Background: an optimization exercise with open tools, aiming at small area. Do not read the settings as production practice.
Function was checked by simulation only, so behaviour that the tests miss may differ from the original.
The clock cells of this run come from the design's own scripts or RTL, not from TritonCTS.
The clock port is modelled as an ideal driver, which makes a skipped or thinned clock tree look cheaper than it is; a real chip needs a root buffer or a tree.
Power is estimated from default activity; no workload was simulated.

### flow/config.mk
export PLATFORM = sky130hd
export DESIGN_NAME = top_module
export DESIGN_NICKNAME = top_module
export VERILOG_FILES = /design/flow/design.v
export SDC_FILE = /design/flow/constraint.sdc
export NUM_CORES = 4
export LEC_CHECK = 0
export CAP_MARGIN = 20
export CORE_AREA = 2 2 64 64
export DIE_AREA = 0 0 66 66
export SLEW_MARGIN = 20
### flow/constraint.sdc
create_clock -name core_clock -period 20.0 [get_ports {clk}]
set_input_delay 4.0000 -clock core_clock [delete_from_list [all_inputs] [get_ports {clk}]]
set_output_delay 4.0000 -clock core_clock [all_outputs]
set_load 0.01 [all_outputs]
### flow/design.v
module top_module(
    input clk,
    input btn_rst,
    input btn_pause,
    output sclk,
    output rclk,
    output dio,
    output buzzer
    );
    wire rst = btn_rst;
    reg [4:0] J;       
    reg [4:0] H;       
    reg [1:0] Q;       
    reg       nF;      
    wire      F = ~nF;
    wire l5   = J[4] & J[0];
    wire l8   = J[4] & J[3] & ~J[2];
    wire l9   = J[4] & ~J[3];
    wire l01  = ~J[4] & ~J[1];
    wire lle5 = ~J[4] | J[0];    
    wire l0   = ~J[4] & ~J[0];
    wire h24  = H[4] & H[3];     
    wire wrap = l9 & h24;
    always @(posedge clk or posedge rst) begin
        if (rst) begin
            J <= 5'b11000;   
            H <= 5'd24;
            Q <= 2'd3;
            nF <= 1'b0;
        end else begin
            J <= {J[3:0], ~J[4]};
            H[0] <= H[0] ^ (l9 & ~h24);
            H[1] <= H[1] ^ (l9 & H[0]);
            H[2] <= H[2] ^ (l9 & H[0] & H[1]);
            H[3] <= H[3] ^ (l9 & ((H[0] & H[1] & H[2]) | h24));
            H[4] <= H[4] ^ (l9 & ((H[0] & H[1] & H[2] & H[3]) | h24));
            Q[0] <= Q[0] ^ wrap;
            Q[1] <= Q[1] ^ (wrap & Q[0]);
            if (wrap & (Q == 2'd1)) nF <= 1'b1;
        end
    end
    wire ctick = (Q == 2'd3) & h24 & l8;
    wire t1    = (Q == 2'd3) & h24 & l9;
    wire tp    = (Q == 2'd2) & (H == 5'd0) & l01;
    reg       sync0, bstate, paused;    
    reg [7:0] cnt;
    wire [7:0] s = cnt ^ 8'h55;
    wire differ = bstate ^ sync0;
    wire hit    = (s & 8'hf7) == 8'hd4;
    wire fb     = s[7] ^ s[2];
    always @(posedge clk or posedge rst) begin
        if (rst) begin
            sync0 <= 1'b0;
            bstate <= 1'b0;
            paused <= 1'b0;
            cnt <= 8'd0;
        end else begin
            sync0 <= btn_pause;
            if (differ & hit) begin
                bstate <= sync0;
                if (sync0) paused <= ~paused;
            end
            cnt <= (differ & ~hit) ? ({s[6:0], fb} ^ 8'h55) : 8'd0;
        end
    end
    reg [3:0] r0, r1, r2, r3;
    reg       c;       
    wire      tr   = (Q == 2'd3) & h24 & J[1] & ~J[0];    
    wire      nine = r0[3] & r0[0];    
    wire      inc  = (ctick | t1 | tp) & c;
    wire [3:0] g;
    assign g[0] = r0[0] ^ inc;
    assign g[1] = r0[1] ^ (inc & r0[0] & ~r0[3]);
    assign g[2] = r0[2] ^ (inc & r0[0] & r0[1]);
    assign g[3] = r0[3] ^ (inc & r0[0] & (r0[3] | (r0[2] & r0[1])));
    always @(posedge clk or posedge rst) begin
        if (rst) begin
            r0 <= 4'd0; r1 <= 4'd0; r2 <= 4'd0; r3 <= 4'd0;
            c <= 1'b0;
        end else begin
            r0 <= r1; r1 <= r2; r2 <= r3; r3 <= g;
            if (tr) c <= ~paused;
            else if (ctick | t1 | tp) c <= inc & nine;
        end
    end
    reg buz;
    always @(posedge clk or posedge rst) begin
        if (rst) buz <= 1'b0;
        else if (t1) buz <= (g == 4'd1);
    end
    assign buzzer = buz;
    wire       active = ~F | Q[0];
    wire [1:0] didx = {~Q[1], Q[0]};           
    wire [1:0] pos  = {~Q[1] ^ H[0], ~Q[0]};   
    reg  [3:0] dv;
    always @(*) begin
        case (pos)
            2'd0: dv = r0;
            2'd1: dv = r1;
            2'd2: dv = r2;
            default: dv = r3;
        endcase
    end
    reg [6:0] seg;     
    always @(*) begin
        case (dv)
            4'h0: seg = 7'b0111111;
            4'h1: seg = 7'b0000110;
            4'h2: seg = 7'b1011011;
            4'h3: seg = 7'b1001111;
            4'h4: seg = 7'b1100110;
            4'h5: seg = 7'b1101101;
            4'h6: seg = 7'b1111101;
            4'h7: seg = 7'b0000111;
            4'h8: seg = 7'b1111111;
            4'h9: seg = 7'b1101111;
            default: seg = 7'b0000000;
        endcase
    end
    reg bitv;
    always @(*) begin
        case (H[3:2])
            2'd0: bitv = 1'b1;
            2'd1: bitv = F | (didx != ~H[1:0]);
            2'd2: bitv = (H[1:0] == 2'd0) ? 1'b0 : seg[3'd7 - {1'b0, H[1:0]}];
            default: bitv = seg[3'd3 - {1'b0, H[1:0]}];
        endcase
    end
    reg dio_r;
    always @(posedge clk or posedge rst) begin
        if (rst) dio_r <= 1'b0;
        else if (active & ~H[4] & l5) dio_r <= bitv;
    end
    assign dio = dio_r;
    assign sclk = active & (((H != 5'd0) & ~H[4] & lle5) | (H == 5'd16) | ((H == 5'd17) & l0));
    assign rclk = active & (H == 5'd16) & ~lle5;
endmodule
### flow/flow/run.sh
#!/bin/bash
# Layout flow: the standard flow (standard.sh) with three changes.
#  1. After the standard synthesis, the same synthesis is run again with
#     area-oriented ABC scripts (flow/abc_N.script, NUM_CORES at a time) in place of
#     ORFS's abc_speed.script. Only the combinational mapping changes. The
#     smallest of those netlists that has exactly the standard synthesis's
#     registers (same names, same cell types) replaces the standard one.
#  2. Ports are buffered with buf_1 cells.
#  3. The clock tree is one level of buffers: flow/manual_cts.tcl, sourced
#     as ORFS's PRE_CTS hook, replaces clock_tree_synthesis so that the clock
#     port drives 4 buf_4 cells, each driving a quarter of the registers.
# Each tool's output goes to a log_*.txt file in the work folder.
set -euo pipefail
W=$(pwd)
R=$W/orfs/results/$FLOW_PLATFORM/top_module/base

bash standard.sh synth > $W/log_1_synth_standard.txt 2>&1

regs() { grep -oE '^\s*sky130_fd_sc_hd__(df|sdf|edf|dl)[a-z0-9_]+\s+\S+' "$1" | sed -E 's/_[0-9]+\s+/ /' | sort; }
area() { grep -oE 'Chip area for module .*: [0-9.]+' "$1" | awk '{print $NF}'; }

# 1. area-oriented syntheses, each in its own ORFS work folder
synth_one() {
    local s=$1 n
    n=$(basename $s .script)
    rm -rf $W/scripts_$n
    cp -r $FLOW_HOME/scripts $W/scripts_$n
    cp $s $W/scripts_$n/abc_speed.script
    make -C $FLOW_HOME DESIGN_CONFIG=$W/config.mk WORK_HOME=$W/orfs_$n \
        CLKGATE_MAP_FILE= SYNTH_SCRIPT=$W/synth_recipe.tcl \
        SCRIPTS_DIR=$W/scripts_$n \
        $W/orfs_$n/results/$FLOW_PLATFORM/top_module/base/1_2_yosys.v > $W/log_1_synth_$n.txt 2>&1 || true
}
export -f synth_one
export W
ls $W/flow/abc_*.script | xargs -P ${NUM_CORES:-4} -I{} bash -c 'synth_one {}'

best=""; best_area=$(area $W/orfs/reports/$FLOW_PLATFORM/top_module/base/synth_stat.txt)
echo "standard: $best_area" > $W/log_1_choice.txt
for s in $W/flow/abc_*.script; do
    n=$(basename $s .script)
    A=$W/orfs_$n/results/$FLOW_PLATFORM/top_module/base/1_2_yosys.v
    S=$W/orfs_$n/reports/$FLOW_PLATFORM/top_module/base/synth_stat.txt
    [[ -s $A && -s $S ]] || { echo "$n: failed" >> $W/log_1_choice.txt; continue; }
    if ! diff <(regs $R/1_2_yosys.v) <(regs $A) > /dev/null; then
        echo "$n: registers differ" >> $W/log_1_choice.txt; continue
    fi
    a=$(area $S)
    echo "$n: $a" >> $W/log_1_choice.txt
    if awk -v a=$a -v b=$best_area 'BEGIN { exit !(a < b) }'; then best=$n; best_area=$a; fi
done
if [[ -n $best ]]; then
    echo "using $best ($best_area)" >> $W/log_1_choice.txt
    cp $W/orfs_$best/results/$FLOW_PLATFORM/top_module/base/1_2_yosys.v $R/1_2_yosys.v
    touch $R/1_2_yosys.v
else
    echo "using the standard netlist" >> $W/log_1_choice.txt
fi

# 2., 3. the rest of the standard flow
export BUFFER_PORTS_ARGS="-buffer_cell sky130_fd_sc_hd__buf_1"
export PRE_CTS_TCL=$W/flow/manual_cts.tcl
export MANUAL_CTS_PORT=clk
export MANUAL_CTS_NB=4
export MANUAL_CTS_BUF=sky130_fd_sc_hd__buf_4
bash standard.sh finish > $W/log_2_finish.txt 2>&1
### flow/flow/abc_1.script
strash
&get -n
&deepsyn -T 20 -S 1
&put
&get -n
&dch -f
&nf -R 1000
&put
&get -n
&dch -f
&nf -R 1000
&put
topo
dnsize
### flow/flow/abc_10.script
strash
&get -n
&deepsyn -T 20 -S 1
&put
&get -n
&dch -f
&nf -R 1000
&put
mfs3 -a
topo
dnsize
### flow/flow/abc_11.script
strash
&get -n
&deepsyn -T 20 -S 1
&put
&get -n
&dch -f
&nf -R 1000 -C 32
&put
&get -n
&dch -f
&nf -R 1000 -C 32
&put
&get -n
&dch -f
&nf -R 1000 -C 32
&put
mfs3 -a
topo
dnsize
### flow/flow/abc_12.script
strash
&get -n
&deepsyn -T 20 -S 1
&put
&get -n
&dch -f
&nf -R 1000 -C 32
&put
&get -n
&dch -f
&nf -R 1000 -C 32
&put
mfs3 -a
topo
dnsize
### flow/flow/abc_13.script
strash
&get -n
&deepsyn -T 20 -S 2
&put
&get -n
&dch -f
&nf -R 1000 -C 32
&put
&get -n
&dch -f
&nf -R 1000 -C 32
&put
&get -n
&dch -f
&nf -R 1000 -C 32
&put
mfs3 -a
topo
dnsize
### flow/flow/abc_2.script
strash
&get -n
&deepsyn -T 20 -S 2
&put
&get -n
&dch -f
&nf -R 1000
&put
&get -n
&dch -f
&nf -R 1000
&put
topo
dnsize
### flow/flow/abc_3.script
strash
&get -n
&deepsyn -T 20 -S 3
&put
&get -n
&dch -f
&nf -R 1000
&put
&get -n
&dch -f
&nf -R 1000
&put
topo
dnsize
### flow/flow/abc_4.script
strash
&get -n
&deepsyn -T 20 -S 4
&put
&get -n
&dch -f
&nf -R 1000
&put
&get -n
&dch -f
&nf -R 1000
&put
topo
dnsize
### flow/flow/abc_5.script
strash
&get -n
&deepsyn -T 20 -S 5
&put
&get -n
&dch -f
&nf -R 1000
&put
&get -n
&dch -f
&nf -R 1000
&put
topo
dnsize
### flow/flow/abc_6.script
strash
&get -n
&deepsyn -T 20 -S 6
&put
&get -n
&dch -f
&nf -R 1000
&put
&get -n
&dch -f
&nf -R 1000
&put
topo
dnsize
### flow/flow/abc_7.script
strash
&get -n
&deepsyn -T 20 -S 7
&put
&get -n
&dch -f
&nf -R 1000
&put
&get -n
&dch -f
&nf -R 1000
&put
topo
dnsize
### flow/flow/abc_8.script
strash
dc2
&get -n
&dch -f
&nf -R 1000
&put
&get -n
&dch -f
&nf -R 1000
&put
topo
dnsize
### flow/flow/abc_9.script
strash
&get -n
&deepsyn -T 20 -S 1
&put
&get -n
&dch -f
&nf -R 1000 -C 32
&put
&get -n
&dch -f
&nf -R 1000 -C 32
&put
topo
dnsize
### flow/flow/manual_cts.tcl
# PRE_CTS hook: replaces the clock tree that CTS would build with one level of
# clock buffers. The clock port drives MANUAL_CTS_NB buffers of type
# MANUAL_CTS_BUF; each drives the clock pins of one group of registers. The
# groups split the registers into equal parts by recursive bisection of their
# placement, and each buffer is placed at its group's centre. Every register
# gets its clock through one buffer of the same type, as in a balanced tree.
rename clock_tree_synthesis orfs_clock_tree_synthesis

proc mcts_split { items k } {
  if { $k <= 1 } { return [list $items] }
  set xs {}; set ys {}
  foreach it $items { lappend xs [lindex $it 1]; lappend ys [lindex $it 2] }
  set dx [expr { [tcl::mathfunc::max {*}$xs] - [tcl::mathfunc::min {*}$xs] }]
  set dy [expr { [tcl::mathfunc::max {*}$ys] - [tcl::mathfunc::min {*}$ys] }]
  set idx [expr { $dx >= $dy ? 1 : 2 }]
  set sorted [lsort -integer -index $idx $items]
  set k1 [expr { $k / 2 }]
  set n1 [expr { ([llength $items] * $k1 + $k / 2) / $k }]
  return [concat [mcts_split [lrange $sorted 0 [expr { $n1 - 1 }]] $k1] \
                 [mcts_split [lrange $sorted $n1 end] [expr { $k - $k1 }]]]
}

proc clock_tree_synthesis { args } {
  set nb $::env(MANUAL_CTS_NB)
  set db [ord::get_db]
  set block [ord::get_db_block]
  set master [$db findMaster $::env(MANUAL_CTS_BUF)]
  set clk [[$block findBTerm $::env(MANUAL_CTS_PORT)] getNet]
  $clk setSigType CLOCK
  set items {}
  foreach it [$clk getITerms] {
    set box [[$it getInst] getBBox]
    lappend items [list $it [expr { ([$box xMin] + [$box xMax]) / 2 }] [expr { ([$box yMin] + [$box yMax]) / 2 }]]
  }
  puts "manual CTS: [llength $items] clock pins, $nb x $::env(MANUAL_CTS_BUF)"
  set g 0
  foreach group [mcts_split $items $nb] {
    set net [odb::dbNet_create $block "clknet_$g"]
    $net setSigType CLOCK
    set inst [odb::dbInst_create $block $master "clkbuf_$g"]
    [$inst findITerm A] connect $clk
    [$inst findITerm X] connect $net
    set sx 0; set sy 0
    foreach item $group {
      set it [lindex $item 0]
      $it disconnect
      $it connect $net
      incr sx [lindex $item 1]; incr sy [lindex $item 2]
    }
    set n [llength $group]
    $inst setLocation [expr { $sx / $n }] [expr { $sy / $n }]
    $inst setPlacementStatus PLACED
    puts "manual CTS: clkbuf_$g drives $n clock pins"
    incr g
  }
  set_propagated_clock [all_clocks]
}
### flow/standard.sh
#!/bin/bash
# synth_recipe.tcl (not shown) runs the flow's synth.tcl, then flattens the netlist and writes it again
# the make line also repeats each setting of config.mk as NAME=value (left out here)
make -C /OpenROAD-flow-scripts/flow DESIGN_CONFIG=/design/flow/config.mk WORK_HOME=/design/flow/orfs CLKGATE_MAP_FILE= SYNTH_SCRIPT=/design/flow/synth_recipe.tcl "${@:-finish}"
==> run summary <==
state kept, by name, summed over array words and instances, names as in the netlist, 2 cells and up:
name	flops
H	5
J	5
Q	2
cnt	8
r0	4
r1	4
r2	4
r3	4
where the power goes:
group	switching, mW	total [mW]	internal, mW
combinational	0.00712	0.0128	0.00569
clock	0.0203	0.0308	0.0105
sequential	0.00558	0.102	0.0960
per-layer routing:
metal	global-route usage	part of all wire	vias up
met2	0.269	0.50	27
met3	0.0204	0.041	2
met5	0	0	-
met1	0.230	0.45	608
met4	0.0204	0.0084	0
li1	-	-	590
critical path, delay by kind of cell (launching register included):
| family | cells | cell delay, ns |
|---|---|---|
| and+or+nand+nor | 4 | 0.95 |
| buffers and inverters | 1 | 0.12 |
| DFF | 1 | 0.46 |
layout make-up:
type	count	area, sq um
Timing Repair Buffer	7	30.0
Tap cell	48	60.1
Multi-Input combinational cell	112	654
Sequential cell	43	1080
Fill cell	358	1810
Buffer	4	30.0
Inverter	6	22.5
stage by stage:
step	setup slack [ns]	util	hold slack, ns	instance area, sq um
2_1_floorplan	14.62	-	0.354	1760
3_3_place_gp	14.63	0.502	0.359	1850
3_5_place_dp	14.56	0.502	0.366	1850
4_1_cts	14.38	0.510	0.382	1880
5_1_grt	14.19	0.510	0.402	1880
6_report	14.33	0.510	0.375	1880
how the worst max path moves through the flow:
| stage | from | endpoint | slack [ns] | cells after the start |
|---|---|---|---|---|
| global route | H[1]$_DFF_PP0_ | rclk | 14.19 | 5 |
| detailed placement | H[1]$_DFF_PP0_ | rclk | 14.56 | 5 |
| global placement | H[1]$_DFF_PP0_ | rclk | 14.63 | 5 |
| finish | H[1]$_DFF_PP0_ | rclk | 14.33 | 5 |
| CTS | H[1]$_DFF_PP0_ | rclk | 14.38 | 5 |
| floorplan | H[3]$_DFF_PP1_ | rclk | 14.62 | 4 |
==> results.yml <==
power:
  powerDensity_nw_per_um2: 77.2
  worst_ir_drop_vdd_v: 0.0000412
  power_leakage_nw: 0.845
  total_power_mw: 0.145
sta:
  worst-slew-pin-transition_ns: 0.554
  max_freq_ghz: 0.176
  rsz0062_at_grt: "no"
  report.final.slew_viol_count: 0
  slew_headroom: 0.628
  layout_min_cycle_time_ns: 5.67
  final_min_period_over_clock_period: 0.283
  final_hold_viol_count: 0
  setup_violations_final: 0
  timing.setup.tns_ns: 0
  clock-skew-final_ns: 0.00924
setup_path:
  reg2regPathDepth: 11
  worst_reg_to_reg_setup_slack_ns: 17.03
  end_kind: "primary output"
  critical-path-max-stage-delay_ns: 0.46
  path_cells: "nor3_1 > nor3b_1 > nor3_1 > and3_1 > buf_1"
  cp_max_fo: 7
  reg2reg_from: "H[0]$_DFF_PP0_"
  path_common_cell: "sky130_fd_sc_hd__nor3_1"
  arrival_time_at_the_worst_endpoint_ns: 1.67
  regToRegEndpoint: "dio_r$_DFFE_PP0P_"
  cp_required_ns: 16.00
  critical_path.slowest_cell: "sky130_fd_sc_hd__dfrtp_1"
  setup.worst_path.start_class: "register"
  worstSetupPathType: "reg -> out"
floorplanning:
  die_w_um: 66
  coreArea_sq_um: 3690
  initial_core_util: 0.477
  die-area_sq_um: 4360
  die_y_um: 66
  ioPinCount: 7
  rows: 22
worst_hold_path:
  hold_path.startpoint: "r1[0]$_DFF_PP0_"
  min_path_cells: 0
  hold_class: "reg -> reg"
  hold_path_end: "r0[0]$_DFF_PP0_"
drt:
  drc_errors: 0
  vias_per_cell: 5.58
  avgRoutedWirePerCell_um: 14.6
  dr.first_iter.drc_count: 43
  via_count: 1227
  wl_um: 3210
  drtAntennaViolNets: 0
  drt_pass1_iterations: 4
layout:
  final_layout_size_suffix_gt1_frac: 0.0640
  antenna_cells: 0
  finalNetCount: 182
  final_common_cell: "sky130_fd_sc_hd__dfrtp_1"
  synthToLayoutAreaGrowth_pct: 6.82
  mostFrequentLayoutCells: "37 x sky130_fd_sc_hd__dfrtp_1, 23 x sky130_fd_sc_hd__nor2_1, 17 x sky130_fd_sc_hd__nand2_1"
  non_filler_instance_count_after_layout: 220
logic_synthesis:
  summed_instance_area_of_the_synthesized_netlist_sq_um: 1760
  syn-num-nets: 169
  post_synth.cell_area_avg_sq_um: 10.9
  synth-warning-count: 1
  netlist_instances: 161
global_route:
  grt_pass1_wl_um: 5530
  grt_antenna_before_repair: 0
  grt_remaining_overflow: 0
  first_global_vias: 1205
  track_usage: 0.160
  grt_max_degree: 44
clock_tree:
  post-cts-setup-buffer-count: 0
  ctsHoldBuffers: 0
  clk_latency_ns: 0.14
  cts-resized-gates: 0
  clkTransAtPathRegs_ns: 0.10
run:
  drv_cap: 0
placement:
  dp_hpwl_um: 2340
  port-buffer-count: 6
  place.detailed.instances: 216
  routabilityCongestion: 0.872
run_status:
  outcome: "no timing/DRC/antenna violations"

[static timing again, ports no longer ideal]
How much do the figures lean on ideal ports? The routed layout below was timed once more, with nothing changed but the port constraints.
Step 1: set_driving_cell puts a clkbuf_16 on clk and a buf_2 on each other input, an assumption about the parent block.
Step 2 times the ports against the registers' clock, not the clock port: input delays grow and output delays shrink by t, the midpoint of the rising clock arrivals with the driver on.
Slacks: no drivers / after step 1 / after step 2; pairs: no drivers / after step 1.
t (ns): 0.181
slack for setup (ns): 14.331 / 14.286 / 14.467
worst hold slack (ns): 0.375 / 0.375 / 0.375
worst register clock-pin slew, ns: 0.10 / 0.10
After both steps this run still meets setup and hold. For this run, drivers alone change the setup slack by -0.045 ns; drivers and shift together by +0.136 ns.
